From an optimization exercise on the open Yosys and OpenROAD flow, aimed at small area and a short achievable clock period; shortcuts taken in it are not production practice.
The RTL was checked by simulation tests, not by an equivalence proof against the original design.
Power and IR drop assume default switching activity.

==> flow/design.v (outline; a module is shown in full before it is edited, if it fits) <==
// module csr_file: 558 lines
// module alu: 34 lines
// module bcu: 26 lines
// module bpu: 129 lines
// module distri_ram: 23 lines
// module decode: 407 lines
// module execute: 246 lines
// module fetch: 79 lines
// module forwarding_unit: 97 lines
// module memory: 142 lines
// module muldiv: 163 lines
// module pipeline_control: 32 lines
// module program_counter: 53 lines
// module reg_file: 45 lines
// module writeback: 155 lines
// module core_top: 574 lines
module core_top #(
    parameter HART_ID       = 0,
    parameter XLEN          = 32,
    parameter BPU_ENTRY_NUM = 32
)
(
    input                 clk_i,
    input                 rst_i,
    input                 stall_i,
    input  [XLEN-1 : 0]   init_pc_addr_i,
    input  [XLEN-1 : 0]   code_i,
    input                 code_ready_i,
    output [XLEN-1 : 0]   code_addr_o,
    output                code_req_o,
    input  [XLEN-1 : 0]   data_i,
    input                 data_ready_i,
    output [XLEN-1 : 0]   data_o,
    output [XLEN-1 : 0]   data_addr_o,
    output                data_rw_o,       
    output [XLEN/8-1 : 0] data_byte_enable_o,
    output                data_req_o,
    output                data_is_amo_o,
    output [ 4: 0]        data_amo_type_o,
    output                cache_flush_o,
    input                 ext_irq_i,
    input                 tmr_irq_i,
    input                 sft_irq_i
);
  // ...
==> flow/flow/run.sh <==
#!/bin/bash
# Standard ORFS layout (the standard.sh, with the standard synthesis
# unchanged), with repair_timing asked to leave a larger setup margin
# (fixing the worst 5% of endpoints, without gate cloning) and larger
# clock-tree sink clusters.
set -o pipefail
bash standard.sh SETUP_SLACK_MARGIN=10 TNS_END_PERCENT=5 SKIP_GATE_CLONING=1 \
    CTS_CLUSTER_SIZE=24 CTS_CLUSTER_DIAMETER=80 finish > standard_finish.log 2>&1
==> flow/standard.sh <==
#!/bin/bash
# synth_recipe.tcl (not shown) runs the flow's synth.tcl, then flattens the netlist and writes it again
# the make line also repeats each setting of config.mk as NAME=value (left out here)
make -C /OpenROAD-flow-scripts/flow DESIGN_CONFIG=/design/flow/config.mk WORK_HOME=/design/flow/orfs CLKGATE_MAP_FILE= SYNTH_SCRIPT=/design/flow/synth_recipe.tcl "${@:-finish}"
==> flow/config.mk <==
export PLATFORM = sky130hd
export DESIGN_NAME = core_top
export DESIGN_NICKNAME = core_top
export VERILOG_FILES = /design/flow/design.v
export SDC_FILE = /design/flow/constraint.sdc
export NUM_CORES = 8
export LEC_CHECK = 0
export CAP_MARGIN = 20
export CORE_MARGIN = 2
export CORE_UTILIZATION = 40
export SLEW_MARGIN = 20
==> flow/constraint.sdc <==
create_clock -name core_clock -period 16.0 [get_ports {clk_i}]
set_input_delay 3.2000 -clock core_clock [delete_from_list [all_inputs] [get_ports {clk_i}]]
set_output_delay 3.2000 -clock core_clock [all_outputs]
set_load 0.01 [all_outputs]
==> flow_summary.yaml, run 1 <==
grt:
  gr-usage-met2: 0.523
  antenna_found_initial: 129
finish:
  nNonClkInverters: 731
  nClkBuffers: 324
  drive_gt1_frac: 0.0947
  syn2layout_area_growth_pct: 11.6
yosys:
  synth_edf_count: 2975
  yosysMostFrequentCell: "edfxtp_1"
  yosysTopAreaCell: "edfxtp_1"
  syn_nets: 22100
detailed_routing:
  met2_length_mm: 444
  drt_iter0_markers: 34900
  drc: 0
setup_path:
  cp_top_family: "compound AO/OA/AOI/OAI gates"
  cp_num_cells: 21
  cp-endpoint: "Program_Counter.pc_r[30]$_DFFE_PP_"
status:
  status: "finished clean"
clocking:
  clkLatencyLatePin_ps: 1090
  cts_root_buffer: "clkbuf_16"
  numCtsBuffers: 265
  cts_resized: 532
  cts_tree: "built"
  clkTransAtPathRegs_ps: 110
pwr:
  p_total_mw: 24.3
timing:
  setup_viol: 0
hold_path:
  worstHoldStart: "Decode.dsize_sel_o[1]$_SDFFE_PN0P_"
job:
  cap_violations: 0
==> module csr_file, before the edit <==
module csr_file #(parameter HART_ID = 0, XLEN = 32 )
(
    input               clk_i,
    input               rst_i,
    input               stall_i,
    input [11: 0]       csr_raddr_i,
    output [XLEN-1 : 0] csr_data_o,
    input               csr_we_i,
    input  [11: 0]      csr_waddr_i,
    input  [XLEN-1 : 0] csr_wdata_i,
    input               fetch_valid_i,
    input               ext_irq_i,  
    input               tmr_irq_i,  
    input               sft_irq_i,  
    output              irq_taken_o,
    output [XLEN-1 : 0] pc_handler_o,
    input  [XLEN-1 : 0] nxt_unwb_PC_i,
    input  [XLEN-1 : 0] pc_i,       
    input               sys_jump_i,
    input  [ 1 : 0]     sys_jump_csr_addr_i,
    output              sys_jump_o,
    output [XLEN-1 : 0] sys_jump_csr_data_o,
    output [ 1 : 0]     privilege_level_o,
    input               xcpt_valid_i,
    input  [ 3 : 0]     xcpt_cause_i,
    input  [XLEN-1 : 0] xcpt_tval_i
);
reg  [XLEN-1 : 0] mstatus_r;
reg  [XLEN-1 : 0] mie_r;
reg  [XLEN-1 : 0] mip_r;
reg  [XLEN-1 : 0] mtvec_r;
reg  [XLEN-1 : 0] mscratch_r;
reg  [XLEN-1 : 0] mepc_r;
reg  [XLEN-1 : 0] mcause_r, mcause_d;
reg  [XLEN-1 : 0] mtval_r;   
reg  [XLEN-1 : 0] medeleg_r;   
reg  [XLEN-1 : 0] mideleg_r;   
reg  [63           : 0] mcycle_r;
reg  [63 : 0] minstret_r;
wire [XLEN-1 : 0] mvendorid = 0;   
wire [XLEN-1 : 0] marchid   = 0;
wire [XLEN-1 : 0] mimpid    = 0;
wire [XLEN-1 : 0] mhartid   = HART_ID;
wire [XLEN-1 : 0] sstatus;
wire [XLEN-1 : 0] sip;
wire [XLEN-1 : 0] sie;
reg  [XLEN-1 : 0] satp_r;
reg  [XLEN-1 : 0] stvec_r;
reg  [XLEN-1 : 0] sscratch_r;
reg  [XLEN-1 : 0] sepc_r;
reg  [XLEN-1 : 0] scause_r, scause_d;
reg  [XLEN-1 : 0] stval_r;   
reg  [63           : 0] cycle_r;
reg  [1            : 0] privilege_level_r;
wire [XLEN-1 : 0] mtvec_base;
wire [XLEN-1 : 0] stvec_base;
wire is_mret = (sys_jump_csr_addr_i == 2'b11);
wire is_sret = (sys_jump_csr_addr_i == 2'b01);
wire is_uret = (sys_jump_csr_addr_i == 2'b00);  
reg  [XLEN-1 : 0] csr_data;
reg          trap_to_M;
reg  [ 3: 0] interrupt_cause;
reg          irq_taken;
reg  [31: 0] pc_handler;
always @(posedge clk_i)
begin
    if (rst_i)
    begin
        mstatus_r <= {19'b0, 2'b11, 7'b0, 1'b1, 3'b0}; 
    end
    else if (irq_taken)
        if(trap_to_M)
        begin
            mstatus_r <= {mstatus_r[31:13], privilege_level_r, mstatus_r[10:8], mstatus_r[3], mstatus_r[6:4], 1'b0, mstatus_r[2:0]}; 
        end
        else
        begin
            mstatus_r <= {mstatus_r[31:9], privilege_level_r, mstatus_r[7:6], mstatus_r[1], mstatus_r[4:2], 1'b0, mstatus_r[0]}; 
        end
    else if (sys_jump_i)
    begin
        if(is_mret)
        begin
            mstatus_r <= {mstatus_r[31:8], 1'b1, mstatus_r[6:4], mstatus_r[7], mstatus_r[2:0]}; 
        end
        else if(is_sret)
        begin
            mstatus_r <= {mstatus_r[31:6], 1'b1,mstatus_r[4:2], mstatus_r[5],mstatus_r[0]}; 
        end
    end
    else if (csr_we_i)
    begin
        if(csr_waddr_i == 12'h300)
        begin
            mstatus_r <= csr_wdata_i;
        end
        else if(csr_waddr_i == 12'h100)
        begin
            mstatus_r <= {csr_wdata_i[31], mstatus_r[30:20], csr_wdata_i[19:18], mstatus_r[17], csr_wdata_i[16:13], mstatus_r[12:9], csr_wdata_i[8], mstatus_r[7:6], csr_wdata_i[5:4], mstatus_r[3:2], csr_wdata_i[1:0]};
        end
    end
end
always @(posedge clk_i)
begin
    if (rst_i)
    begin
        mie_r <= 32'b0;
    end
    else if (csr_we_i && csr_waddr_i == 12'h304)
    begin
        mie_r <= csr_wdata_i;
    end
end
always @(posedge clk_i)
begin
    if (rst_i)
    begin
        mip_r <= 32'b0;
    end
    else if (csr_we_i && csr_waddr_i == 12'h304)
    begin
        mip_r <= {22'b0, csr_wdata_i[9:8], 2'b0, csr_wdata_i[5:4], 2'b0, csr_wdata_i[1:0]};
    end
    else
    begin
        mip_r <= {20'b0, ext_irq_i, 3'b0, tmr_irq_i, 3'b0, sft_irq_i, 3'b0} & mie_r;
    end
end
assign mtvec_base = {mtvec_r[XLEN-1 : 2], 2'b00};
always @(posedge clk_i)
begin
    if (rst_i)
    begin
        mtvec_r <= 32'h0;  
    end
    else if (csr_we_i && csr_waddr_i == 12'h305)
    begin
        mtvec_r <= csr_wdata_i;
    end
end
always @(posedge clk_i)
begin
    if (rst_i)
    begin
        mscratch_r <= 32'b0;
    end
    else if (csr_we_i && csr_waddr_i == 12'h340)
    begin
        mscratch_r <= csr_wdata_i;
    end
end
always @(posedge clk_i)
begin
    if (rst_i)
    begin
        mepc_r <= 32'b0;
    end
    else if (irq_taken && trap_to_M)
    begin
        mepc_r <= nxt_unwb_PC_i;
    end
    else if (csr_we_i && csr_waddr_i == 12'h341)
    begin
        mepc_r <= csr_wdata_i;
    end
end
always @(posedge clk_i)
begin
    if (rst_i)
    begin
        mcause_r <= 32'b0;
    end
    else if (irq_taken)
    begin
        mcause_r <= mcause_d;
    end
    else if (csr_we_i && csr_waddr_i == 12'h342)
    begin
        mcause_r <= csr_wdata_i;
    end
end
always @(*)
begin
    mcause_d = mcause_r;
    if(irq_taken && trap_to_M)
    begin
        if(!xcpt_valid_i) mcause_d = {1'b1, 27'b0, interrupt_cause};
        else           mcause_d = {1'b0, 27'b0, xcpt_cause_i};     
    end
end
always @(posedge clk_i)
begin
    if (rst_i)
    begin
        mtval_r <= 32'b0;
    end
    else if(xcpt_valid_i && trap_to_M)
    begin
        if( (xcpt_cause_i >= 'd0  && xcpt_cause_i <= 'd1)  ||
            (xcpt_cause_i >= 'd4  && xcpt_cause_i <= 'd7)  ||
            (xcpt_cause_i >= 'd12 && xcpt_cause_i <= 'd13) ||
            (xcpt_cause_i == 'd15))
        begin
            mtval_r <= xcpt_tval_i;
        end
    end
    else if (csr_we_i && csr_waddr_i == 12'h343)
    begin
        mtval_r <= csr_wdata_i;
    end
end
always @(posedge clk_i)
begin
    if (rst_i)
    begin
        medeleg_r <= 32'b0;
    end
    else if (csr_we_i && csr_waddr_i == 12'h302)
    begin
        medeleg_r <= csr_wdata_i;
    end
end
always @(posedge clk_i)
begin
    if (rst_i)
    begin
        mideleg_r <= 32'b0;
    end
    else if (csr_we_i && csr_waddr_i == 12'h302)
    begin
        mideleg_r <= csr_wdata_i;
    end
end
always @(posedge clk_i)
begin
    if (rst_i)
    begin
        mcycle_r    <= 64'b0;
    end
    else if (csr_we_i &&
                (csr_waddr_i == 12'hB00 ||
                 csr_waddr_i == 12'hC00 ||
                 csr_waddr_i == 12'hC00 ||
                 csr_waddr_i == 12'hB80))
    begin
        case (csr_waddr_i)
            12'hB00 :
                mcycle_r[31 : 0] <= csr_wdata_i;
            12'hB80 :
                mcycle_r[63: 32] <= csr_wdata_i;
            12'hC00 :
                mcycle_r[31 : 0] <= csr_wdata_i;
            12'hC00 :
                mcycle_r[63: 32] <= csr_wdata_i;
        endcase
    end
    else
    begin
        mcycle_r <= mcycle_r + 1;
    end
end
always @(posedge clk_i)
begin
    if (rst_i) begin
        minstret_r <= 64'b0;
    end else if (csr_we_i &&
            (csr_waddr_i == 12'hC02 ||
             csr_waddr_i == 12'hC02 ||
             csr_waddr_i == 12'hB02 ||
             csr_waddr_i == 12'hB82)) begin
        case(csr_waddr_i)
            12'hC02:
                minstret_r <= {minstret_r[63:32], csr_wdata_i};
            12'hB02:
                minstret_r <= {minstret_r[63:32], csr_wdata_i};
            12'hB82:
                minstret_r <= {csr_waddr_i, minstret_r[31:0]};
            12'hC02:
                minstret_r <= {csr_waddr_i, minstret_r[31:0]};
        endcase
    end else if (stall_i) begin
        minstret_r <= minstret_r;
    end else begin
        minstret_r <= minstret_r + fetch_valid_i;
    end
end
assign sstatus = {mstatus_r[31], 11'b0, mstatus_r[19:18], 1'b0, mstatus_r[16:13], 4'b0, mstatus_r[ 8], 2'b0, mstatus_r[ 5: 4], 2'b0, mstatus_r[ 1: 0]};
assign sip = {20'b0, mip_r[9:8], 2'b0, mip_r[5:4], 2'b0, mip_r[1:0]};
assign sie = {20'b0, mie_r[9:8], 2'b0, mie_r[5:4], 2'b0, mie_r[1:0]};
always @(posedge clk_i)
begin
    if (rst_i)
    begin
        satp_r <= 32'b0;
    end
    else if (csr_we_i && csr_waddr_i == 12'h180)
    begin
        satp_r <= csr_wdata_i;
    end
end
assign stvec_base = {stvec_r[XLEN-1 : 2], 2'b00};
always @(posedge clk_i)
begin
    if (rst_i)
    begin
        stvec_r <= 32'h0;  
    end
    else if (csr_we_i && csr_waddr_i == 12'h105)
    begin
        stvec_r <= csr_wdata_i;
    end
end
always @(posedge clk_i)
begin
    if (rst_i)
    begin
        sscratch_r <= 32'b0;
    end
    else if (csr_we_i && csr_waddr_i == 12'h140)
    begin
        sscratch_r <= csr_wdata_i;
    end
end
always @(posedge clk_i)
begin
    if (rst_i)
    begin
        sepc_r <= 32'b0;
    end
    else if (irq_taken && !trap_to_M)
    begin
        sepc_r <= nxt_unwb_PC_i;
    end
    else if (csr_we_i && csr_waddr_i == 12'h141)
    begin
        sepc_r <= csr_wdata_i;
    end
end
always @(posedge clk_i)
begin
    if (rst_i)
    begin
        scause_r <= 32'b0;
    end
    else if (irq_taken)
    begin
        scause_r <= scause_d;
    end
    else if (csr_we_i && csr_waddr_i == 12'h142)
    begin
        scause_r <= csr_wdata_i;
    end
end
always @(*)
begin
    scause_d = scause_r;
    if(irq_taken && !trap_to_M)
    begin
        scause_d = {1'b0, 27'b0, xcpt_cause_i};
    end
end
always @(posedge clk_i)
begin
    if (rst_i)
    begin
        stval_r <= 32'b0;
    end
    else if(xcpt_valid_i && !trap_to_M)
    begin
        if( (xcpt_cause_i >= 'd0  && xcpt_cause_i <= 'd1)  ||
            (xcpt_cause_i >= 'd4  && xcpt_cause_i <= 'd7)  ||
            (xcpt_cause_i >= 'd12 && xcpt_cause_i <= 'd13) ||
            (xcpt_cause_i == 'd15))
        begin
            stval_r <= xcpt_tval_i;
        end
    end
    else if (csr_we_i && csr_waddr_i == 12'h143)
    begin
        stval_r <= csr_wdata_i;
    end
end
always @(posedge clk_i)
begin
    if (rst_i)
    begin
        cycle_r <= 64'b0;
    end
    else
    begin
        cycle_r <= cycle_r + 1;
    end
end
always @( * )
begin
    case (csr_raddr_i)
        12'h300:
            csr_data = mstatus_r;
        12'h304:
            csr_data = mie_r;
        12'h344:
            csr_data = mip_r;
        12'h305:
            csr_data = mtvec_r;
        12'h340:
            csr_data = mscratch_r;
        12'h341:
            csr_data = mepc_r;
        12'h342:
            csr_data = mcause_r;
        12'h343:       
            csr_data = mtval_r;
        12'hB00:
            csr_data = mcycle_r[31 : 0];
        12'hB80:
            csr_data = mcycle_r[63: 32];
        12'hB02:  csr_data = minstret_r[XLEN-1 :0];
        12'hB82: csr_data = minstret_r[63:32];
        12'hC02:  csr_data = minstret_r[XLEN-1 :0];
        12'hC02: csr_data = minstret_r[63:32];
        12'hF11:
            csr_data = mvendorid;
        12'hF12:
            csr_data = marchid;
        12'hF13:
            csr_data = mimpid;
        12'hF14:
            csr_data = mhartid;
        12'h302:
            csr_data = medeleg_r;
        12'h303:
            csr_data = mideleg_r;
        12'h100:
            csr_data = sstatus;
        12'h304:
            csr_data = sie;
        12'h144:
            csr_data = sip;
        12'h180:
            csr_data = satp_r;
        12'h105:
            csr_data = stvec_r;
        12'h140:
            csr_data = sscratch_r;
        12'h141:
            csr_data = sepc_r;
        12'h142:
            csr_data = scause_r;
        12'h143:
            csr_data = stval_r;
        12'hC00:                        
            csr_data = mcycle_r[31 : 0];   
        12'hC00:                       
            csr_data = mcycle_r[63: 32];   
        default :
            csr_data = 0;
    endcase
end
always@(*) begin
    irq_taken         = 0;
    interrupt_cause   = 0; 
    trap_to_M         = 1;
    if(!xcpt_valid_i)
    begin
        case(privilege_level_r)
            2'b11: if(mstatus_r[3])
                    begin
                        if(ext_irq_i & mie_r[11])     
                        begin
                            irq_taken       = 1;
                            trap_to_M       = 1;
                            interrupt_cause = 'd11;
                        end
                        else if(tmr_irq_i & mie_r[7])
                        begin
                            irq_taken      = 1;
                            trap_to_M      = 1;
                            interrupt_cause = 'd7;
                        end
                        else if(sft_irq_i & mie_r[3])
                        begin
                            irq_taken       = 1;
                            trap_to_M       = 1;
                            interrupt_cause = 'd3;
                        end
                        else
                        begin
                            irq_taken = 0;
                            trap_to_M = 1;
                        end
                    end
            2'b01: irq_taken = 0;
            2'b00: irq_taken = 0;
            default: irq_taken = 0;
        endcase
    end
    else
    begin
        irq_taken = 1;
        trap_to_M = (privilege_level_r == 2'b11)?1:~medeleg_r[xcpt_cause_i];
    end
end
always@(*)
begin
    if(trap_to_M)
    begin
        if(mtvec_r[1: 0] == 2'b00 || !mcause_d[31])
        begin
            pc_handler = mtvec_base;
        end
        else
        begin
            pc_handler = mtvec_base + (mcause_d[30: 0] << 2);
        end
    end
    else
    begin
        if(mtvec_r[1: 0] == 2'b00)
        begin
            pc_handler = stvec_base;
        end
        else
        begin
            pc_handler = stvec_base + (scause_d[30: 0] << 2);
        end
    end
end
always @(posedge clk_i)
begin
    if (rst_i)
    begin 
        privilege_level_r <= 2'b11; 
    end
    else
    begin
        if(is_mret)
        begin
            privilege_level_r <= mstatus_r[12:11];  
        end
        else if(is_sret)
        begin
            privilege_level_r <= {1'b0, mstatus_r[8]};  
        end
        else if(irq_taken)
        begin
            privilege_level_r <= (trap_to_M)?2'b11:2'b01;
        end
    end
end
assign csr_data_o = csr_data;
assign sys_jump_o = sys_jump_i;
assign sys_jump_csr_data_o = is_mret ? mepc_r :
                             is_sret ? sepc_r :
                             32'b0;
assign irq_taken_o  = irq_taken;
assign pc_handler_o = pc_handler;
assign privilege_level_o       = privilege_level_r;
endmodule
==> module decode, before the edit <==
module decode #(parameter XLEN = 32)
(
    input                   clk_i,
    input                   rst_i,
    input                   stall_i,
    input                   flush_i,
    input  [XLEN-1 : 0]     pc_i,
    input  [XLEN-1 : 0]     instruction_i,
    input                   branch_hit_i,
    input                   branch_decision_i,
    input  [XLEN-1 : 0]     csr_data_i,
    input  [ 1 : 0]         privilege_lvl_i,
    input  [XLEN-1 : 0]     rs1_data_i,
    input  [XLEN-1 : 0]     rs2_data_i,
    output [ 4 : 0]         rs1_addr_o,
    output [ 4 : 0]         rs2_addr_o,
    output                  illegal_instr_o,
    output                  xcpt_valid_dec_o,
    output reg [XLEN-1 : 0] imm_o,
    output reg [ 1 : 0]     inputA_sel_o,
    output reg [ 1 : 0]     inputB_sel_o,
    output reg [ 2 : 0]     operation_sel_o,
    output reg              alu_muldiv_sel_o,
    output reg              shift_sel_o,
    output reg              branch_hit_o,
    output reg              branch_decision_o,
    output reg              is_jalr_o,
    output reg              is_fencei_o,
    output reg [XLEN-1 : 0] pc_o,  
    output reg              is_branch_o,
    output reg              is_jal_o,
    output reg              is_csr_instr_o,
    output     [11 : 0]     csr_addr_o,
    output reg [ 4 : 0]     csr_imm_o,
    output reg              regfile_we_o,
    output reg [ 2 : 0]     regfile_input_sel_o,
    output reg              we_o,
    output reg              re_o,
    output reg [ 1 : 0]     dsize_sel_o,   
    output reg              signex_sel_o,  
    output reg              is_amo_o,
    output reg [ 4 : 0]     amo_type_o,
    output reg [ 4 : 0]     rd_addr_o,
    output reg [4 : 0]      rs1_addr2fwd_o,
    output reg [4 : 0]      rs2_addr2fwd_o,
    output reg [XLEN-1 : 0] rs1_data2fwd_o,
    output reg [XLEN-1 : 0] rs2_data2fwd_o,
    output reg [11 : 0]     csr_addr2fwd_o,
    output reg [XLEN-1 : 0] csr_data2fwd_o,
    output reg              sys_jump_o,
    output reg [ 1 : 0]     sys_jump_csr_addr_o,
    input                   fetch_valid_i,
    output reg              fetch_valid_o,
    input                   xcpt_valid_i,
    input  [ 3 : 0]         xcpt_cause_i,
    input  [XLEN-1 : 0]     xcpt_tval_i,
    output reg              xcpt_valid_o,
    output reg [ 3 : 0]     xcpt_cause_o,
    output reg [XLEN-1 : 0] xcpt_tval_o
);
wire [XLEN-1 : 0] imm;
wire [ 4 : 0]     rd_addr;
wire              we;
wire              re;
wire              regfile_we;
reg  [ 1 : 0]     inputA_sel;
reg  [ 1 : 0]     inputB_sel;
reg  [ 2 : 0]     regfile_input_sel;
wire [ 2 : 0]     operation_sel;
wire [ 1 : 0]     dsize_sel;
wire              signex_sel;      
wire              alu_muldiv_sel;  
wire              shift_sel;       
wire [ 4 : 0]     csr_imm;
wire [XLEN-1 : 0] rv32_instr = instruction_i;
wire [ 6 : 0]     opcode = rv32_instr[6: 0];
wire [ 4 : 0]     rv32_shamt = rv32_instr[24: 20];
wire [ 2 : 0]     rv32_funct3 = rv32_instr[14: 12];
wire [ 6 : 0]     rv32_funct7 = rv32_instr[XLEN-1 : 25];
wire [ 4 : 0]     amo_type = rv32_instr[XLEN-1 : 27];
wire [XLEN-1 : 0] immI, immS, immB, immU, immJ;
assign immI = { {21{rv32_instr[31]}}, rv32_instr[30: 25],
                 rv32_instr[24: 21], rv32_instr[20] };
assign immS = { {21{rv32_instr[31]}}, rv32_instr[30: 25], rv32_instr[11: 7] };
assign immB = { {20{rv32_instr[31]}}, rv32_instr[7],
                 rv32_instr[30: 25], rv32_instr[11: 8], 1'b0 };
assign immU = { rv32_instr[31: 12], 12'b0 };
assign immJ = { {12{rv32_instr[31]}}, rv32_instr[19: 12],
                rv32_instr[20], rv32_instr[30: 25], rv32_instr[24: 21], 1'b0 };
wire opcode_4_2_000 = (opcode[4: 2] == 3'b000);
wire opcode_4_2_001 = (opcode[4: 2] == 3'b001);
wire opcode_4_2_010 = (opcode[4: 2] == 3'b010);
wire opcode_4_2_011 = (opcode[4: 2] == 3'b011);
wire opcode_4_2_100 = (opcode[4: 2] == 3'b100);
wire opcode_4_2_101 = (opcode[4: 2] == 3'b101);
wire opcode_4_2_110 = (opcode[4: 2] == 3'b110);
wire opcode_4_2_111 = (opcode[4: 2] == 3'b111);
wire opcode_6_5_00 = (opcode[6: 5] == 2'b00);
wire opcode_6_5_01 = (opcode[6: 5] == 2'b01);
wire opcode_6_5_10 = (opcode[6: 5] == 2'b10);
wire opcode_6_5_11 = (opcode[6: 5] == 2'b11);
wire rv32_funct3_000 = (rv32_funct3 == 3'b000);
wire rv32_funct3_001 = (rv32_funct3 == 3'b001);
wire rv32_funct3_010 = (rv32_funct3 == 3'b010);
wire rv32_funct3_011 = (rv32_funct3 == 3'b011);
wire rv32_funct3_100 = (rv32_funct3 == 3'b100);
wire rv32_funct3_101 = (rv32_funct3 == 3'b101);
wire rv32_funct3_110 = (rv32_funct3 == 3'b110);
wire rv32_funct3_111 = (rv32_funct3 == 3'b111);
wire rv32_funct7_0000000 = (rv32_funct7 == 7'b0000000);
wire rv32_funct7_0100000 = (rv32_funct7 == 7'b0100000);
wire rv32_funct7_0000001 = (rv32_funct7 == 7'b0000001);
wire rv32_funct7_0000101 = (rv32_funct7 == 7'b0000101);
wire rv32_funct7_0001001 = (rv32_funct7 == 7'b0001001);
wire rv32_funct7_0001101 = (rv32_funct7 == 7'b0001101);
wire rv32_funct7_0010101 = (rv32_funct7 == 7'b0010101);
wire rv32_funct7_0100001 = (rv32_funct7 == 7'b0100001);
wire rv32_funct7_0010001 = (rv32_funct7 == 7'b0010001);
wire rv32_funct7_0101101 = (rv32_funct7 == 7'b0101101);
wire rv32_funct7_1111111 = (rv32_funct7 == 7'b1111111);
wire rv32_funct7_0000100 = (rv32_funct7 == 7'b0000100);
wire rv32_funct7_0001000 = (rv32_funct7 == 7'b0001000);
wire rv32_funct7_0001100 = (rv32_funct7 == 7'b0001100);
wire rv32_funct7_0101100 = (rv32_funct7 == 7'b0101100);
wire rv32_funct7_0010000 = (rv32_funct7 == 7'b0010000);
wire rv32_funct7_0010100 = (rv32_funct7 == 7'b0010100);
wire rv32_funct7_1100000 = (rv32_funct7 == 7'b1100000);
wire rv32_funct7_1110000 = (rv32_funct7 == 7'b1110000);
wire rv32_funct7_1010000 = (rv32_funct7 == 7'b1010000);
wire rv32_funct7_1101000 = (rv32_funct7 == 7'b1101000);
wire rv32_funct7_1111000 = (rv32_funct7 == 7'b1111000);
wire rv32_funct7_1010001 = (rv32_funct7 == 7'b1010001);
wire rv32_funct7_1110001 = (rv32_funct7 == 7'b1110001);
wire rv32_funct7_1100001 = (rv32_funct7 == 7'b1100001);
wire rv32_funct7_1101001 = (rv32_funct7 == 7'b1101001);
wire rv32_op = opcode_6_5_01 & opcode_4_2_100;       
wire rv32_op_imm = opcode_6_5_00 & opcode_4_2_100;   
wire rv32_jal = opcode_6_5_11 & opcode_4_2_011;      
wire rv32_jalr = opcode_6_5_11 & opcode_4_2_001;     
wire rv32_load = opcode_6_5_00 & opcode_4_2_000;     
wire rv32_store = opcode_6_5_01 & opcode_4_2_000;    
wire rv32_branch = opcode_6_5_11 & opcode_4_2_000;   
wire rv32_lui = opcode_6_5_01 & opcode_4_2_101;      
wire rv32_auipc = opcode_6_5_00 & opcode_4_2_101;    
wire rv32_miscmem = opcode_6_5_00 & opcode_4_2_011;  
wire rv32_system = opcode_6_5_11 & opcode_4_2_100;   
wire rv32_amo = opcode_6_5_01 & opcode_4_2_011;      
wire rv32m = rv32_op & rv32_funct7_0000001;   
wire rv32_imm_seli = rv32_op_imm | rv32_jalr | rv32_load;
wire rv32_imm_sels = rv32_store;
wire rv32_imm_selb = rv32_branch;
wire rv32_imm_selu = rv32_lui | rv32_auipc;
wire rv32_imm_selj = rv32_jal;
wire rv32_sub = rv32_op & rv32_funct3_000 & rv32_funct7_0100000;
wire rv32_beq = rv32_branch & rv32_funct3_000;
wire rv32_bne = rv32_branch & rv32_funct3_001;
wire rv32_blt = rv32_branch & rv32_funct3_100;
wire rv32_bgt = rv32_branch & rv32_funct3_101;
wire rv32_bltu = rv32_branch & rv32_funct3_110;
wire rv32_bgtu = rv32_branch & rv32_funct3_111;
wire rv32_fence  = rv32_miscmem & rv32_funct3_000;
wire rv32_fencei = rv32_miscmem & rv32_funct3_001;
wire rv32_csrrw = rv32_system & rv32_funct3_001;
wire rv32_csrrs = rv32_system & rv32_funct3_010;
wire rv32_csrrc = rv32_system & rv32_funct3_011;
wire rv32_csrrwi = rv32_system & rv32_funct3_101;
wire rv32_csrrsi = rv32_system & rv32_funct3_110;
wire rv32_csrrci = rv32_system & rv32_funct3_111;
wire rv32_csr = rv32_system & (~rv32_funct3_000);
wire rv32_sys_op = rv32_system & rv32_funct3_000;
wire rv32_ecall = rv32_sys_op & (rv32_instr[31: 20] == 12'b0000_0000_0000);
wire rv32_ebreak = rv32_sys_op & (rv32_instr[31: 20] == 12'b0000_0000_0001);
wire rv32_mret = rv32_sys_op & (rv32_instr[31: 20] == 12'b0011_0000_0010);
wire rv32_sret = rv32_sys_op & (rv32_instr[31: 20] == 12'b0001_0000_0010);
wire rv32_lb = rv32_load & rv32_funct3_000;
wire rv32_lh = rv32_load & rv32_funct3_001;
wire rv32_lw = rv32_load & rv32_funct3_010;
wire rv32_lbu = rv32_load & rv32_funct3_100;
wire rv32_lhu = rv32_load & rv32_funct3_101;
wire rv32_sb = rv32_store & rv32_funct3_000;
wire rv32_sh = rv32_store & rv32_funct3_001;
wire rv32_sw = rv32_store & rv32_funct3_010;
wire         xcpt_valid   = rv32_ecall;
assign xcpt_valid_dec_o = xcpt_valid;
wire [ 3: 0] xcpt_cause = (privilege_lvl_i == 2'b11)?'d11:
                         (privilege_lvl_i == 2'b01)?'d9 :'d8;
wire [31: 0] xcpt_tval  = 0;
assign imm =
       ({32{rv32_imm_seli}} & immI)
       | ({32{rv32_imm_sels}} & immS)
       | ({32{rv32_imm_selb}} & immB)
       | ({32{rv32_imm_selu}} & immU)
       | ({32{rv32_imm_selj}} & immJ)
       ;
assign regfile_we = rv32_lui | rv32_auipc | rv32_load | rv32_op_imm |
                    rv32_op | rv32_csr | rv32_amo | rv32_jal | rv32_jalr;
assign re = rv32_load | rv32_amo;  
assign we = rv32_store | rv32_fencei;
assign rd_addr = rv32_instr[11: 7];
assign rs1_addr_o = rv32_instr[19: 15];
assign rs2_addr_o = rv32_instr[24: 20];
assign dsize_sel = rv32_funct3[1: 0];              
assign signex_sel = rv32_funct3[2];                
assign alu_muldiv_sel = rv32m;                     
assign operation_sel = (rv32_lui | rv32_auipc) ?   
       3'b000 : rv32_funct3;                       
assign shift_sel = rv32_funct7_0100000;            
assign csr_addr_o = rv32_instr[31: 20];
assign csr_imm = rv32_instr[19: 15];
always @(*)
begin
    if (rv32_auipc | rv32_jal | rv32_branch)
        inputA_sel = 1;  
    else if (rv32_lui | rv32_store)
        inputA_sel = 0;  
    else
        inputA_sel = 2;  
end
always @(*)
begin
    if (rv32_sub)
        inputB_sel = 2;  
    else if (rv32_store | rv32_op | rv32_amo)
        inputB_sel = 1;  
    else
        inputB_sel = 0;  
end
always @(*)
begin
    if (rv32_lb | rv32_lbu)
        regfile_input_sel = 0;  
    else if (rv32_lh | rv32_lhu)
        regfile_input_sel = 1;  
    else if (rv32_lw | rv32_amo)
        regfile_input_sel = 2;  
    else if (rv32_jal | rv32_jalr)
        regfile_input_sel = 3;  
    else if (rv32_csr)
        regfile_input_sel = 5;  
    else
        regfile_input_sel = 4;  
end
assign illegal_instr_o =      
         rv32_fence
       | rv32_ebreak;
always @(posedge clk_i)
begin
    if (rst_i || (flush_i && !stall_i))  
    begin
        pc_o <= (flush_i)? pc_i : 0;
        fetch_valid_o <= 0;
        rs1_data2fwd_o <= 0;
        rs2_data2fwd_o <= 0;
        imm_o <= 0;
        inputA_sel_o <= 2;
        inputB_sel_o <= 0;
        operation_sel_o <= 0;
        signex_sel_o <= 0;
        dsize_sel_o <= 0;
        alu_muldiv_sel_o <= 0;
        shift_sel_o <= 0;
        is_branch_o <= 0;
        is_jal_o <= 0;
        is_jalr_o <= 0;
        regfile_we_o <= 1;
        regfile_input_sel_o <= 4;
        we_o <= 0;
        re_o <= 0;
        dsize_sel_o <= 0;
        rd_addr_o <= 0;
        rs1_addr2fwd_o <= 0;
        rs2_addr2fwd_o <= 0;
        is_csr_instr_o <= 0;
        csr_imm_o <= 0;
        branch_hit_o <= 0;
        branch_decision_o <= 0;
        is_fencei_o <= 0;
        amo_type_o <= 0;
        is_amo_o <= 0;
        sys_jump_o <= 0;
        sys_jump_csr_addr_o <= 0;
        xcpt_valid_o <= 0;
        xcpt_cause_o <= 0;
        xcpt_tval_o <= 0;
        csr_data2fwd_o <= 0;
        csr_addr2fwd_o <= 0;
    end
    else if (stall_i)
    begin
        pc_o <= pc_o;
        fetch_valid_o <= fetch_valid_o;
        rs1_data2fwd_o <= rs1_data2fwd_o;
        rs2_data2fwd_o <= rs2_data2fwd_o;
        imm_o <= imm_o;
        inputA_sel_o <= inputA_sel_o;
        inputB_sel_o <= inputB_sel_o;
        operation_sel_o <= operation_sel_o;
        signex_sel_o <= signex_sel_o;
        alu_muldiv_sel_o <= alu_muldiv_sel_o;
        shift_sel_o <= shift_sel_o;
        is_branch_o <= is_branch_o;
        is_jal_o <= is_jal_o;
        is_jalr_o <= is_jalr_o;
        regfile_we_o <= regfile_we_o;
        regfile_input_sel_o <= regfile_input_sel_o;
        we_o <= we_o;
        re_o <= re_o;
        dsize_sel_o <= dsize_sel_o;
        rd_addr_o <= rd_addr_o;
        rs1_addr2fwd_o <= rs1_addr2fwd_o;
        rs2_addr2fwd_o <= rs2_addr2fwd_o;
        is_csr_instr_o <= is_csr_instr_o;
        csr_imm_o <= csr_imm_o;
        branch_hit_o <= branch_hit_o;
        branch_decision_o <= branch_decision_o;
        is_fencei_o <= is_fencei_o;
        amo_type_o <= amo_type_o;
        is_amo_o <= is_amo_o;
        sys_jump_o <= sys_jump_o;
        sys_jump_csr_addr_o <= sys_jump_csr_addr_o;
        xcpt_valid_o <= xcpt_valid_o;
        xcpt_cause_o <= xcpt_cause_o;
        xcpt_tval_o <= xcpt_tval_o;
        csr_data2fwd_o <= csr_data2fwd_o;
        csr_addr2fwd_o <= csr_addr2fwd_o;
    end
    else if (xcpt_valid)
    begin
        pc_o <= pc_i;
        fetch_valid_o <= 1;
        rs1_data2fwd_o <= 0;
        rs2_data2fwd_o <= 0;
        imm_o <= 0;
        inputA_sel_o <= 2;
        inputB_sel_o <= 0;
        operation_sel_o <= 0;
        signex_sel_o <= 0;
        dsize_sel_o <= 0;
        alu_muldiv_sel_o <= 0;
        shift_sel_o <= 0;
        is_branch_o <= 0;
        is_jal_o <= 0;
        is_jalr_o <= 0;
        regfile_we_o <= 1;
        regfile_input_sel_o <= 4;
        we_o <= 0;
        re_o <= 0;
        dsize_sel_o <= 0;
        rd_addr_o <= 0;
        rs1_addr2fwd_o <= 0;
        rs2_addr2fwd_o <= 0;
        is_csr_instr_o <= 0;
        csr_imm_o <= 0;
        branch_hit_o <= 0;
        branch_decision_o <= 0;
        is_fencei_o <= 0;
        amo_type_o <= 0;
        is_amo_o <= 0;
        sys_jump_o <= 0;
        sys_jump_csr_addr_o <= 0;
        xcpt_valid_o <= xcpt_valid;
        xcpt_cause_o <= xcpt_cause;
        xcpt_tval_o <= xcpt_tval;
        csr_data2fwd_o <= 0;
        csr_addr2fwd_o <= 0;
    end
    else
    begin
        pc_o <= pc_i;
        fetch_valid_o <= fetch_valid_i;
        rs1_data2fwd_o <= rs1_data_i;
        rs2_data2fwd_o <= rs2_data_i;
        imm_o <= imm;
        inputA_sel_o <= inputA_sel;
        inputB_sel_o <= inputB_sel;
        operation_sel_o <= operation_sel;
        signex_sel_o <= signex_sel;
        alu_muldiv_sel_o <= alu_muldiv_sel;
        shift_sel_o <= shift_sel;
        is_branch_o <= rv32_branch;
        is_jal_o <= rv32_jal;
        is_jalr_o <= rv32_jalr;
        regfile_we_o <= regfile_we;
        regfile_input_sel_o <= regfile_input_sel;
        we_o <= we;
        re_o <= re;
        dsize_sel_o <= dsize_sel;
        rd_addr_o <= rd_addr;
        rs1_addr2fwd_o <= rs1_addr_o;
        rs2_addr2fwd_o <= rs2_addr_o;
        is_csr_instr_o <= rv32_csr;
        csr_imm_o <= csr_imm;
        branch_hit_o <= branch_hit_i;
        branch_decision_o <= branch_decision_i;
        is_fencei_o <= rv32_fencei;
        amo_type_o <= amo_type;
        is_amo_o <= rv32_amo;
        sys_jump_o <= rv32_mret | rv32_sret;
        sys_jump_csr_addr_o <= ({2{rv32_mret}} & 2'b11) | ({2{rv32_sret}} & 2'b01);
        xcpt_valid_o <= xcpt_valid_i;
        xcpt_cause_o <= xcpt_cause_i;
        xcpt_tval_o <= xcpt_tval_i;
        csr_data2fwd_o <= csr_data_i;
        csr_addr2fwd_o <= csr_addr_o;
    end
end
endmodule
==> module fetch, before the edit <==
module fetch #( parameter XLEN = 32 )
(
    input                   clk_i,
    input                   rst_i,
    input                   stall_i,
    input                   flush_i,
    input  [XLEN-1 : 0]     instruction_i,
    input  [XLEN-1 : 0]     pc_i,
    input                   branch_hit_i,
    input                   branch_decision_i,
    output reg [XLEN-1 : 0] pc_o,
    output reg [XLEN-1 : 0] instruction_o,
    output reg              branch_hit_o,
    output reg              branch_decision_o,
    output reg              fetch_valid_o,  
    output reg              xcpt_valid_o,   
    output reg [ 3 : 0]     xcpt_cause_o,   
    output reg [XLEN-1 : 0] xcpt_tval_o     
);
reg stall_delay;
reg flush_delay;
reg [31: 0] instruction_delay;
always @(posedge clk_i)
begin
    stall_delay <= stall_i;
    flush_delay <= flush_i;
    instruction_delay <= stall_delay ? instruction_delay : instruction_i;
end
always @(*)
begin
    if (rst_i)
        instruction_o = 32'h00000013;
    else if (~fetch_valid_o)
        instruction_o = 32'h00000013;
    else if (stall_delay)
        instruction_o = instruction_delay;
    else if (flush_delay)
        instruction_o = 32'h00000013;
    else
        instruction_o = instruction_i;
end
always @(posedge clk_i)
begin
    if (rst_i)
    begin
        pc_o <= 32'h00000000;
        fetch_valid_o <= 0;
        branch_hit_o <= 0;
        branch_decision_o <= 0;
    end
    else if (stall_i)
    begin
        pc_o <= pc_o;
        fetch_valid_o <= fetch_valid_o;
        branch_hit_o <= branch_hit_o;
        branch_decision_o <= branch_decision_o;
    end
    else if (flush_i)
    begin
        pc_o <= pc_i;
        fetch_valid_o <= 0;
        branch_hit_o <= 0;
        branch_decision_o <= 0;
    end
    else
    begin
        pc_o <= pc_i;
        fetch_valid_o <= 1;  
        branch_hit_o <= branch_hit_i;
        branch_decision_o <= branch_decision_i;
    end
end
always @(posedge clk_i)
begin
    xcpt_valid_o <= 0;
    xcpt_cause_o <= 0;
    xcpt_tval_o <= 0;
end
endmodule
==> module pipeline_control, before the edit <==
module pipeline_control(
    input [4: 0] rs1_addr_i,
    input [4: 0] rs2_addr_i,
    input [4: 0] rd_addr_i,
    input        illegal_instr_i,
    input        is_load_instr_i,
    input        branch_hit_i,
    input        branch_taken_i,
    input        branch_misprediction_i,
    input        is_fencei_i,
    input        sys_jump_i,
    output       flush2fet_o,
    output       flush2dec_o,
    output       flush2exe_o,
    output       flush2wbk_o,
    output       stall_from_hazard_o
);
wire is_rs1_rd_same;
wire is_rs2_rd_same;
wire is_load_use;
wire branch_flush;
assign is_rs1_rd_same = (rs1_addr_i == rd_addr_i);
assign is_rs2_rd_same = (rs2_addr_i == rd_addr_i);
assign is_load_use = (is_rs1_rd_same | is_rs2_rd_same) & is_load_instr_i;
    assign branch_flush = (branch_taken_i & !branch_hit_i) |
                           branch_misprediction_i;
assign flush2fet_o = branch_flush | sys_jump_i | is_fencei_i;
assign flush2dec_o = branch_flush | is_load_use | illegal_instr_i | is_fencei_i;
assign flush2exe_o = is_fencei_i | sys_jump_i;
assign flush2wbk_o = sys_jump_i;
assign stall_from_hazard_o = is_load_use;
endmodule
==> inputs of run 2 (changes only) <==
--- a/flow/design.v
+++ b/flow/design.v
@@ -502,28 +502,37 @@
     end
 end
+wire        vec_mode = (mtvec_r[1: 0] != 2'b00);
+wire [25 : 0] m_hi_inc = mtvec_r[31: 6] + 26'd1;
+wire [25 : 0] s_hi_inc = stvec_r[31: 6] + 26'd1;
+wire [ 6 : 0] m_ext_lo = {1'b0, mtvec_r[5: 2], 2'b00} + 7'd44;
+wire [ 6 : 0] m_tmr_lo = {1'b0, mtvec_r[5: 2], 2'b00} + 7'd28;
+wire [ 6 : 0] m_sft_lo = {1'b0, mtvec_r[5: 2], 2'b00} + 7'd12;
+wire [ 6 : 0] s_x_lo   = {1'b0, stvec_r[5: 2], 2'b00} + {1'b0, xcpt_cause_i, 2'b00};
+wire [XLEN-1 : 0] m_ext_tgt  = {m_ext_lo[6] ? m_hi_inc : mtvec_r[31: 6], m_ext_lo[5: 0]};
+wire [XLEN-1 : 0] m_tmr_tgt  = {m_tmr_lo[6] ? m_hi_inc : mtvec_r[31: 6], m_tmr_lo[5: 0]};
+wire [XLEN-1 : 0] m_sft_tgt  = {m_sft_lo[6] ? m_hi_inc : mtvec_r[31: 6], m_sft_lo[5: 0]};
+wire [XLEN-1 : 0] s_xcpt_tgt = {s_x_lo[6] ? s_hi_inc : stvec_r[31: 6], s_x_lo[5: 0]};
 always@(*)
 begin
-    if(trap_to_M)
+    if (xcpt_valid_i)
     begin
-        if(mtvec_r[1: 0] == 2'b00 || !mcause_d[31])
-        begin
+        if (trap_to_M)
             pc_handler = mtvec_base;
-        end
+        else if (vec_mode)
+            pc_handler = s_xcpt_tgt;
         else
-        begin
-            pc_handler = mtvec_base + (mcause_d[30: 0] << 2);
-        end
+            pc_handler = stvec_base;
     end
-    else
+    else if (vec_mode)
     begin
-        if(mtvec_r[1: 0] == 2'b00)
-        begin
-            pc_handler = stvec_base;
-        end
+        if (ext_irq_i & mie_r[11])
+            pc_handler = m_ext_tgt;
+        else if (tmr_irq_i & mie_r[7])
+            pc_handler = m_tmr_tgt;
         else
-        begin
-            pc_handler = stvec_base + (scause_d[30: 0] << 2);
-        end
+            pc_handler = m_sft_tgt;
     end
+    else
+        pc_handler = mtvec_base;
 end
 always @(posedge clk_i)
@@ -808,5 +817,5 @@
     output reg              is_csr_instr_o,
     output     [11 : 0]     csr_addr_o,
-    output reg [ 4 : 0]     csr_imm_o,
+    output     [ 4 : 0]     csr_imm_o,
     output reg              regfile_we_o,
     output reg [ 2 : 0]     regfile_input_sel_o,
@@ -984,4 +993,5 @@
 assign csr_addr_o = rv32_instr[31: 20];
 assign csr_imm = rv32_instr[19: 15];
+assign csr_imm_o = rs1_addr2fwd_o;
 always @(*)
 begin
@@ -1048,5 +1058,4 @@
         rs2_addr2fwd_o <= 0;
         is_csr_instr_o <= 0;
-        csr_imm_o <= 0;
         branch_hit_o <= 0;
         branch_decision_o <= 0;
@@ -1087,5 +1096,4 @@
         rs2_addr2fwd_o <= rs2_addr2fwd_o;
         is_csr_instr_o <= is_csr_instr_o;
-        csr_imm_o <= csr_imm_o;
         branch_hit_o <= branch_hit_o;
         branch_decision_o <= branch_decision_o;
@@ -1127,5 +1135,4 @@
         rs2_addr2fwd_o <= 0;
         is_csr_instr_o <= 0;
-        csr_imm_o <= 0;
         branch_hit_o <= 0;
         branch_decision_o <= 0;
@@ -1166,5 +1173,4 @@
         rs2_addr2fwd_o <= rs2_addr_o;
         is_csr_instr_o <= rv32_csr;
-        csr_imm_o <= csr_imm;
         branch_hit_o <= branch_hit_i;
         branch_decision_o <= branch_decision_i;
@@ -1226,7 +1232,8 @@
     output reg              is_amo_o,
     output reg [ 4 : 0]     amo_type_o,
-    output reg [XLEN-1 : 0] rs2_data_o,
+    output reg [XLEN-1 : 0] st_data_o,
+    output reg [ 3 : 0]     byte_sel_o,
+    output reg              misalign_o,
     output reg [XLEN-1 : 0] addr_o,
-    output reg [ 1 : 0]     dsize_sel_o,
     output reg [ 2 : 0]     regfile_input_sel_o,
     output reg              regfile_we_o,
@@ -1330,4 +1337,36 @@
     endcase
 end
+function [36 : 0] store_align;     
+    input [1 : 0]  a;
+    input [1 : 0]  dsize;
+    input [31 : 0] d;
+    begin
+        case (a)
+            2'b00:
+                case (dsize)
+                    2'b00:   store_align = {1'b0, 4'b0001, 24'b0, d[7: 0]};
+                    2'b01:   store_align = {1'b0, 4'b0011, 16'b0, d[15: 0]};
+                    2'b10:   store_align = {1'b0, 4'b1111, d};
+                    default: store_align = {1'b1, 4'b0000, 32'b0};
+                endcase
+            2'b01:
+                case (dsize)
+                    2'b00:   store_align = {1'b0, 4'b0010, 16'b0, d[7: 0], 8'b0};
+                    default: store_align = {1'b1, 4'b0000, 32'b0};
+                endcase
+            2'b10:
+                case (dsize)
+                    2'b00:   store_align = {1'b0, 4'b0100, 8'b0, d[7: 0], 16'b0};
+                    2'b01:   store_align = {1'b0, 4'b1100, d[15: 0], 16'b0};
+                    default: store_align = {1'b1, 4'b0000, 32'b0};
+                endcase
+            default:
+                case (dsize)
+                    2'b00:   store_align = {1'b0, 4'b1000, d[7: 0], 24'b0};
+                    default: store_align = {1'b1, 4'b0000, 32'b0};
+                endcase
+        endcase
+    end
+endfunction
 always @(posedge clk_i)
 begin
@@ -1336,7 +1375,8 @@
         we_o <= 0;
         re_o <= 0;
-        rs2_data_o <= 0;
+        st_data_o <= 0;
+        byte_sel_o <= 4'b0001;
+        misalign_o <= 0;
         addr_o <= 0;
-        dsize_sel_o <= 0;
         signex_sel_o <= 0;
         regfile_input_sel_o <= 0;
@@ -1361,7 +1401,8 @@
         we_o <= we_o;
         re_o <= re_o;
-        rs2_data_o <= rs2_data_o;
+        st_data_o <= st_data_o;
+        byte_sel_o <= byte_sel_o;
+        misalign_o <= misalign_o;
         addr_o <= addr_o;
-        dsize_sel_o <= dsize_sel_o;
         signex_sel_o <= signex_sel_o;
         regfile_input_sel_o <= regfile_input_sel_o;
@@ -1386,7 +1427,6 @@
         we_o <= we_i ;
         re_o <= re_i;
-        rs2_data_o <= rs2_data_i;
+        {misalign_o, byte_sel_o, st_data_o} <= store_align(mem_addr[1: 0], dsize_sel_i, rs2_data_i);
         addr_o  <= mem_addr;
-        dsize_sel_o <= dsize_sel_i;
         signex_sel_o <= signex_sel_i;
         regfile_input_sel_o <= regfile_input_sel_i;
@@ -1436,4 +1476,6 @@
     input                   stall_i,
     input                   flush_i,
+    input  [ 4 : 0]         dec_rd_i,
+    output                  rs_match_o,     
     input  [XLEN-1 : 0]     instruction_i,
     input  [XLEN-1 : 0]     pc_i,
@@ -1471,4 +1513,10 @@
         instruction_o = instruction_i;
 end
+wire match_nop   = (dec_rd_i == 5'd0);
+wire match_delay = (instruction_delay[19: 15] == dec_rd_i) | (instruction_delay[24: 20] == dec_rd_i);
+wire match_code  = (instruction_i[19: 15] == dec_rd_i) | (instruction_i[24: 20] == dec_rd_i);
+assign rs_match_o = (rst_i | ~fetch_valid_o) ? match_nop :
+                    stall_delay ? match_delay :
+                    flush_delay ? match_nop : match_code;
 always @(posedge clk_i)
 begin
@@ -1611,11 +1659,12 @@
 (
     input  [XLEN-1 : 0]     mem_addr_i,
-    input  [1 : 0]          dsize_sel_i,       
-    input  [XLEN-1 : 0]     unaligned_data_i,  
+    input  [XLEN-1 : 0]     st_data_i,
+    input  [ 3 : 0]         byte_sel_i,
+    input                   misalign_i,
     input                   we_i,
     input                   re_i,
-    output reg [XLEN-1 : 0] data_o,            
-    output reg [ 3 : 0]     byte_sel_o,
-    output reg              mem_align_exception_o,
+    output [XLEN-1 : 0]     data_o,            
+    output [ 3 : 0]         byte_sel_o,
+    output                  mem_align_exception_o,
     input  [XLEN-1 : 0]     pc_i,
     output [XLEN-1 : 0]     pc_o,
@@ -1637,4 +1686,7 @@
 assign pc_o = pc_i;
 assign fetch_valid_o = fetch_valid_i;
+assign data_o = st_data_i;
+assign byte_sel_o = byte_sel_i;
+assign mem_align_exception_o = misalign_i;
 always@(*)
 begin
@@ -1652,101 +1704,4 @@
     end
 end
-always @(*)
-begin
-    case (mem_addr_i[1:0])
-        2'b00:
-        begin
-            case (dsize_sel_i)
-                2'b00:
-                begin    
-                    data_o = {24'b0, unaligned_data_i[7: 0]};
-                    byte_sel_o = 4'b0001;
-                    mem_align_exception_o = 0;
-                end
-                2'b01:
-                begin    
-                    data_o = {16'b0, unaligned_data_i[15: 0]};
-                    byte_sel_o = 4'b0011;
-                    mem_align_exception_o = 0;
-                end
-                2'b10:
-                begin    
-                    data_o = unaligned_data_i;
-                    byte_sel_o = 4'b1111;
-                    mem_align_exception_o = 0;
-                end
-                default:
-                begin
-                    data_o = 0;
-                    byte_sel_o = 4'b0000;
-                    mem_align_exception_o = 1;
-                end
-            endcase
-        end
-        2'b01:
-        begin
-            case (dsize_sel_i)
-                2'b00:
-                begin    
-                    data_o = {16'b0, unaligned_data_i[7: 0], 8'b0};
-                    byte_sel_o = 4'b0010;
-                    mem_align_exception_o = 0;
-                end
-                default:
-                begin
-                    data_o = 0;
-                    byte_sel_o = 4'b0000;
-                    mem_align_exception_o = 1;
-                end
-            endcase
-        end
-        2'b10:
-        begin
-            case (dsize_sel_i)
-                2'b00:
-                begin
-                    data_o = {8'b0, unaligned_data_i[7: 0], 16'b0};
-                    byte_sel_o = 4'b0100;
-                    mem_align_exception_o = 0;
-                end
-                2'b01:
-                begin
-                    data_o = {unaligned_data_i[15: 0], 16'b0};
-                    byte_sel_o = 4'b1100;
-                    mem_align_exception_o = 0;
-                end
-                default:
-                begin
-                    data_o = 0;
-                    byte_sel_o = 4'b0000;
-                    mem_align_exception_o = 1;
-                end
-            endcase
-        end
-        2'b11:
-        begin
-            case (dsize_sel_i)
-                2'b00:
-                begin
-                    data_o = {unaligned_data_i[7: 0], 24'b0};
-                    byte_sel_o = 4'b1000;
-                    mem_align_exception_o = 0;
-                end
-                default:
-                begin
-                    data_o = 0;
-                    byte_sel_o = 4'b0000;
-                    mem_align_exception_o = 1;
-                end
-            endcase
-        end
-        default:
-        begin
-            data_o = 0;
-            byte_sel_o = 4'b0000;
-            mem_align_exception_o = 0;
-        end
-    endcase
-end
 endmodule
 `timescale 1ns / 1ps
@@ -1760,5 +1715,5 @@
     input                   req_i,
     input  [ 2 : 0]         operation_sel_i,
-    output reg [XLEN-1 : 0] muldiv_result_o,
+    output [XLEN-1 : 0]     muldiv_result_o,
     output reg              ready_o
 );
@@ -1766,5 +1721,4 @@
 wire operation_mulh   = (operation_sel_i == 3'b001);
 wire operation_mulhsu = (operation_sel_i == 3'b010);
-wire operation_mulhu  = (operation_sel_i == 3'b011);
 wire operation_div    = (operation_sel_i == 3'b100);
 wire operation_rem    = (operation_sel_i == 3'b110);
@@ -1781,7 +1735,8 @@
 reg  [ 5 : 0]     cnt;
 reg  [ 1 : 0]     fast_mul_counter;
-reg               neg_r;
-reg  [XLEN-1 : 0] mul_hc;          
-reg               mul_ci;          
+reg               neg_r;         
+reg  [XLEN-1 : 0] mul_hc;        
+reg               mul_ci;        
+reg  [ 2 : 0]     op_r;          
 wire is_calc_done = is_divider ? ~|cnt : &fast_mul_counter;
 localparam S_IDLE        = 3'b000,
@@ -1825,36 +1780,33 @@
 wire [32 : 0] div_diff = {1'b0, result[63: 32]} - {1'b0, reg32};
 wire          div_sub  = ~div_diff[32];
-function [85 : 0] csa;     
-    input [42 : 0] x, y, z;
+function [79 : 0] csa;     
+    input [39 : 0] x, y, z;
     begin
-        csa[42 : 0]  = x ^ y ^ z;
-        csa[85 : 43] = {(x[41 : 0] & y[41 : 0]) | (x[41 : 0] & z[41 : 0]) | (y[41 : 0] & z[41 : 0]), 1'b0};
+        csa[39 : 0]  = x ^ y ^ z;
+        csa[79 : 40] = {(x[38 : 0] & y[38 : 0]) | (x[38 : 0] & z[38 : 0]) | (y[38 : 0] & z[38 : 0]), 1'b0};
     end
 endfunction
-wire [42 : 0] pp [0 : 10];
+wire [39 : 0] pp [0 : 7];
 genvar gi;
 generate
-    for (gi = 0; gi < 11; gi = gi + 1)
+    for (gi = 0; gi < 8; gi = gi + 1)
     begin : g_pp
-        assign pp[gi] = {11'b0, reg32 & {XLEN{result[gi]}}} << gi;
+        assign pp[gi] = {8'b0, reg32 & {XLEN{result[gi]}}} << gi;
     end
 endgenerate
-wire [85 : 0] l1a = csa(pp[0], pp[1], pp[2]);
-wire [85 : 0] l1b = csa(pp[3], pp[4], pp[5]);
-wire [85 : 0] l1c = csa(pp[6], pp[7], pp[8]);
-wire [85 : 0] l1d = csa(pp[9], pp[10], {11'b0, result[64: 33]});
-wire [42 : 0] hc  = {11'b0, mul_hc};
-wire [85 : 0] l2a = csa(l1a[42:0], l1a[85:43], l1b[42:0]);
-wire [85 : 0] l2b = csa(l1b[85:43], l1c[42:0], l1c[85:43]);
-wire [85 : 0] l2c = csa(l1d[42:0], l1d[85:43], hc);
-wire [85 : 0] l3a = csa(l2a[42:0], l2a[85:43], l2b[42:0]);
-wire [85 : 0] l3b = csa(l2b[85:43], l2c[42:0], l2c[85:43]);
-wire [85 : 0] l4a = csa(l3a[42:0], l3a[85:43], l3b[42:0]);
-wire [85 : 0] l5a = csa(l4a[42:0], {l4a[85:44], mul_ci}, l3b[85:43]);
-wire [42 : 0] ms  = l5a[42:0];
-wire [42 : 0] mc  = l5a[85:43];
-wire [11 : 0] mlo = {1'b0, ms[10:0]} + {1'b0, mc[10:0]};
+wire [79 : 0] l1a = csa(pp[0], pp[1], pp[2]);
+wire [79 : 0] l1b = csa(pp[3], pp[4], pp[5]);
+wire [79 : 0] l1c = csa(pp[6], pp[7], {8'b0, result[63: 32]});
+wire [79 : 0] l2a = csa(l1a[39:0], l1a[79:40], l1b[39:0]);
+wire [79 : 0] l2b = csa(l1b[79:40], l1c[39:0], l1c[79:40]);
+wire [79 : 0] l3a = csa(l2a[39:0], l2a[79:40], l2b[39:0]);
+wire [79 : 0] l4a = csa(l3a[39:0], {l3a[79:41], mul_ci}, l2b[79:40]);
+wire [79 : 0] l5a = csa(l4a[39:0], l4a[79:40], {8'b0, mul_hc});
+wire [39 : 0] ms  = l5a[39:0];
+wire [39 : 0] mc  = l5a[79:40];
+wire [ 8 : 0] mlo = {1'b0, ms[7:0]} + {1'b0, mc[7:0]};
 wire mul_load = (S == S_CALC) & ~is_divider & (fast_mul_counter == 2'b01);
-wire mul_step = ~is_divider & (((S == S_CALC) & fast_mul_counter[1]) | (S == S_SIGN_ADJUST));
+wire mul_step = ~is_divider & (((S == S_CALC) & fast_mul_counter[1]) |
+                               (S == S_SIGN_ADJUST) | (S == S_DONE));
 always @(posedge clk_i)
 begin
@@ -1880,7 +1832,7 @@
     else if (mul_step)
     begin
-        result <= {ms[42: 11], mlo[10: 0], result[32: 11]};
-        mul_hc <= mc[42: 11];
-        mul_ci <= mlo[11];
+        result[63: 0] <= {ms[39: 8], mlo[7: 0], result[31: 8]};
+        mul_hc <= mc[39: 8];
+        mul_ci <= mlo[8];
         if (S == S_SIGN_ADJUST)
             neg_r <= (operation_mulhsu) ? is_a_neg : signed_adjust & ~operation_mul;
@@ -1903,14 +1855,15 @@
         ready_o <= 0;
 end
-wire [XLEN-1 : 0] res_hi = result[64: 33] + mul_hc + mul_ci;
-wire [XLEN-1 : 0] sel_result =
-       (operation_sel_i[2:1] == 2'b11) ? res_hi :
-       (operation_sel_i[2] | operation_mul) ? result[31: 0] : {res_hi[30: 0], result[32]};
-wire neg_cin = neg_r & (operation_sel_i[2] | (result[31: 0] == 32'b0));
 always @(posedge clk_i)
 begin
     if (S == S_DONE)
-        muldiv_result_o <= (sel_result ^ {XLEN{neg_r}}) + neg_cin;
+        op_r <= operation_sel_i;
 end
+wire [XLEN-1 : 0] prod_hi = result[63: 32] + mul_hc + mul_ci;
+wire [XLEN-1 : 0] sel_result =
+       (op_r[2:1] == 2'b11) ? result[64: 33] :
+       (op_r[2] | (op_r[1:0] == 2'b00)) ? result[31: 0] : prod_hi;
+wire neg_cin = neg_r & (op_r[2] | (result[31: 0] == 32'b0));
+assign muldiv_result_o = (sel_result ^ {XLEN{neg_r}}) + neg_cin;
 endmodule
 `timescale 1ns / 1ps
@@ -1918,4 +1871,5 @@
     input [4: 0] rs1_addr_i,
     input [4: 0] rs2_addr_i,
+    input        rs_match_i,    
     input [4: 0] rd_addr_i,
     input        illegal_instr_i,
@@ -1938,5 +1892,5 @@
 assign is_rs1_rd_same = (rs1_addr_i == rd_addr_i);
 assign is_rs2_rd_same = (rs2_addr_i == rd_addr_i);
-assign is_load_use = (is_rs1_rd_same | is_rs2_rd_same) & is_load_instr_i;
+assign is_load_use = rs_match_i & is_load_instr_i;
     assign branch_flush = (branch_taken_i & !branch_hit_i) |
                            branch_misprediction_i;
@@ -2235,4 +2189,5 @@
 wire              fet_branch_hit, fet_branch_decision;
 wire              fet_valid2dec;
+wire              fet_rs_match;
 wire              fet_xcpt_valid2dec;
 wire [ 3 : 0]     fet_xcpt_cause2dec;
@@ -2269,7 +2224,8 @@
 wire              exe_we, exe_re;
 wire              exe_regfile_we2wbk;
-wire [ 1 : 0]     exe_dsize_sel2mem;
+wire [ 3 : 0]     exe_byte_sel2mem;
+wire              exe_misalign2mem;
 wire              exe_signex_sel2wbk;
-wire [XLEN-1 : 0] exe_rs2_data2mem, exe_addr2mem, exe_p_data;
+wire [XLEN-1 : 0] exe_st_data2mem, exe_addr2mem, exe_p_data;
 wire [ 4 : 0]     exe_rd_addr2wbk;
 wire [ 2 : 0]     exe_regfile_input_sel2wbk;
@@ -2440,4 +2396,5 @@
     .rs1_addr_i(dec_rs1_addr),
     .rs2_addr_i(dec_rs2_addr),
+    .rs_match_i(fet_rs_match),
     .rd_addr_i(dec_rd_addr),
     .illegal_instr_i(dec_illegal_instr),
@@ -2550,4 +2507,6 @@
     .stall_i(stall_pipeline || (stall_from_hazard && !irq_taken)),
     .flush_i(plc_flush2fet || csr_irq_taken),
+    .dec_rd_i(dec_rd_addr),
+    .rs_match_o(fet_rs_match),
     .branch_hit_i(bpu_branch_hit),
     .branch_decision_i(bpu_branch_decision),
@@ -2664,7 +2623,8 @@
     .is_amo_o(exe_is_amo2mem),
     .amo_type_o(exe_amo_type2mem),
-    .rs2_data_o(exe_rs2_data2mem),
+    .st_data_o(exe_st_data2mem),
+    .byte_sel_o(exe_byte_sel2mem),
+    .misalign_o(exe_misalign2mem),
     .addr_o(exe_addr2mem),
-    .dsize_sel_o(exe_dsize_sel2mem),
     .regfile_we_o(exe_regfile_we2wbk),
     .regfile_input_sel_o(exe_regfile_input_sel2wbk),
@@ -2692,6 +2652,7 @@
 memory Memory(
     .mem_addr_i(exe_addr2mem),
-    .unaligned_data_i(exe_rs2_data2mem),       
-    .dsize_sel_i(exe_dsize_sel2mem),
+    .st_data_i(exe_st_data2mem),               
+    .byte_sel_i(exe_byte_sel2mem),
+    .misalign_i(exe_misalign2mem),
     .we_i(exe_we),
     .re_i(exe_re),
==> flow/flow/run.sh (replaced) <==
#!/bin/bash
# Standard ORFS layout (the standard.sh, with the standard synthesis
# unchanged), with repair_timing asked to leave a larger setup margin
# (fixing the worst 5% of endpoints, without gate cloning), larger clock-tree
# sink clusters without dummy loads, denser placement, and buf_4 port buffers.
set -o pipefail
bash standard.sh SETUP_SLACK_MARGIN=11 TNS_END_PERCENT=5 SKIP_GATE_CLONING=1 PLACE_DENSITY=0.7 \
    "CTS_ARGS=-sink_clustering_enable -repair_clock_nets -sink_clustering_size 24 -sink_clustering_max_diameter 80 -dont_use_dummy_load" \
    "BUFFER_PORTS_ARGS=-buffer_cell sky130_fd_sc_hd__buf_4" \
    finish > standard_finish.log 2>&1
==> run 2 against run 1 <==
  * Die area decreased by 2.2%
  * Cell area increased by 0.37%
  * Worst hold slack got worse by 46 ps
  * Synthesized cell count decreased by 2.2%
  * Fmax increased by 14%
  * Critical path depth decreased by 7
  * Clock skew increased by 130 ps
  * Critical endpoint is now Decode.rs1_data2fwd_o[11]$_SDFFE_PN0P_
==> flow_summary.yaml, run 2 <==
placement:
  placed_cells: 27200
  gp_congestion: 1.03
  dp_slack_ps: 7370
timing:
  rsz0062_at_grt: "yes"
  fin_crit_sh: 0.351
  clock.fmax_mhz: 178
  maxSlewHeadroom: 0.138
  worstMarginPinSlew_ps: 1280
  slew_viol_final: 0
  worst_hold_slack_ps: 373
  setup_viol: 0
  fin_ws_ps: 10380
yosys:
  yosysMostFrequentCell: "edfxtp_1"
  netlist.area_leader.share: 0.402
  synth_cells: 20700
  syn_nets: 21400
  ys_seq_area_frac: 0.530
  yosys-top-cells-count: "edfxtp_1 (2946), nand2_1 (2003), nor2_1 (1505), a21oi_1 (1477), dfxtp_1 (1414)"
  synth_area_leaders: "edfxtp_1 (40%), dfxtp_1 (13%), xnor2_1 (5.0%), nand2_1 (3.4%), a21oi_1 (3.4%)"
  synth_edf_count: 2946
  yosysTopAreaCell: "edfxtp_1"
  ys_warn_count: 16
clocking:
  numCtsBuffers: 245
  clkLatencyLatePin_ps: 1100
  cts_root_buffer: "clkbuf_16"
  cts_tree: "built"
  clkTransAtPathRegs_ps: 110
  cts.sinks: 4360
grt:
  grt_pass1_wl_mm: 1470
  antenna_found_initial: 117
  grt_start_max_net_pins: 200
  overflow: 0
detailed_routing:
  viasPerCell: 7.03
  firstDrtPassIters: 13
  drc: 0
  top_layer_used: "met5"
  met1_length_mm: 371
  vias: 199000
  drt_iter0_markers: 40200
  wl_met3_mm: 184
  wl_mm: 1110
  met2_length_mm: 438
pwr:
  p_per_area_nw_per_um2: 89.6
  p_total_mw: 22.6
  ir_worst_vdd_v: 0.000102
  p_leak_nw: 85.2
status:
  status: "finished clean"
finish:
  largest_reg_flops: 1024
  layout.nets: 21600
  final_cell_mix: "edfxtp_1 (2946), nand2_1 (1980), a21oi_1 (1368)"
  max_flop_register: "Branch_Prediction_Unit.tag"
  reg_top3: "Branch_Prediction_Unit.tag x1024, Register_File.rf x992, Branch_Prediction_Unit.target x704"
  drive_gt1_frac: 0.138
  fin_area_um2: 252000
  instances_no_fill: 28300
  syn2layout_area_growth_pct: 14.5
  n_fill_cell: 49700
setup_path:
  path_cells: "buf_16 -> nand2b_4 -> buf_4 -> buf_4 -> buf_12 -> nor2_4 -> nand2_1 -> nor2_2 -> and3_4 -> buf_12 -> a222oi_1 -> a21oi_2 -> a21oi_1 -> nor2_1"
  worst_setup_path_end_kind: "register"
  worstPathRequired_ps: 16960
  cp_slowest_stage_delay_ps: 620
  critPathBufInv: 5
  start_kind: "input port"
  cp_top_family: "simple AND/OR/NAND/NOR gates"
job:
  cap_violations: 0
die:
  die_w_um: 746
  rows: 272
  core_area_um2: 549000
  ioPinCount: 214
  start_util: 0.402
hold_path:
  hold_path.class: "register to register"
==> run 2: cell types whose count changed in the layout (fill, tap and decap cells not counted), moves of 90 or more <==
cell,delta
buf_4,+394
xor2_1,-346
xnor2_1,+341
clkdlybuf4s50_1,-194
and2_1,-175
buf_12,+165
o21ai_0,-144
nand3_1,+105
fa_1,-97
inv_1,-90
==> run 2: area by class of cell <==
class / instances / area (µm²) / area share
tap: 7261 / 9080 / 0.0360
clock buffer: 245 / 6130 / 0.0243
antenna: 107 / 268 / 0.00106
timing repair buffer: 1554 / 17300 / 0.0685
sequential: 4360 / 117000 / 0.463
inverter: 637 / 2440 / 0.00969
multi-input combinational: 14100 / 100000 / 0.397
==> run 2: worst register-to-register path, cell delays in order, from the launching register on <==
cell,delay [ps]
dfxtp_2,630
mux4_2,590
mux2i_1,230
a221o_1,200
buf_4,390
inv_1,260
nand2_4,500
buf_4,660
nand2_4,510
buf_4,510
a211oi_1,740
a211oi_1,110
==> run 2: final timing paths <==
kind	from	end	slack, ps	cells after the start
max	rst_i	Decode.rs1_data2fwd_o[11]$_SDFFE_PN0P_	10380	14
min	Branch_Prediction_Unit.likelihood[12][0]$_SDFFE_PP0P_	Branch_Prediction_Unit.likelihood[12][1]$_SDFFE_PP0P_	370	2
max reg2reg	Writeback.xcpt_cause_r[0]$_SDFFE_PP0P_	CSR.mepc_r[15]$_SDFFE_PP0P_	10580	11
min reg2reg	Branch_Prediction_Unit.likelihood[12][0]$_SDFFE_PP0P_	Branch_Prediction_Unit.likelihood[12][1]$_SDFFE_PP0P_	370	2
==> run 2: cell families (layout without fill, tap and decap cells) <==
logic type	Yosys count	after routing	synth area share
adders and majority gates	605	605	0.0429
xor gates and xnor gates	1593	1593	0.0633
DFF	4360	4360	0.530
buffers and inverters	2249	2436	0.0399
and+or+nand+nor	5936	5936	0.126
other	0	107	0
AOI/OAI and AO/OA	5316	5316	0.166
muxes	683	683	0.0319
==> run 2: power by group <==
part           switching [mW]  internal (mW)  total, mW
clock network            3.81           2.70       6.51
logic                    2.48           1.14       3.63
registers               0.215           12.3       12.5
==> run 2: timing repair <==
action / 4_1_cts / 5_1_grt
endpoints found under the setup margin: 3135 / 2122
pin swaps: 183 / 155
setup buffers: 463 / 236
gates resized for setup: 1005 / 514
==> run 2: metal layers <==
layer | vias up | track usage
li1 | 77300 | -
met1 | 96400 | 0.458
met2 | 19600 | 0.523
met3 | 5628 | 0.157
met4 | 80 | 0.278
met5 | - | 0.00463
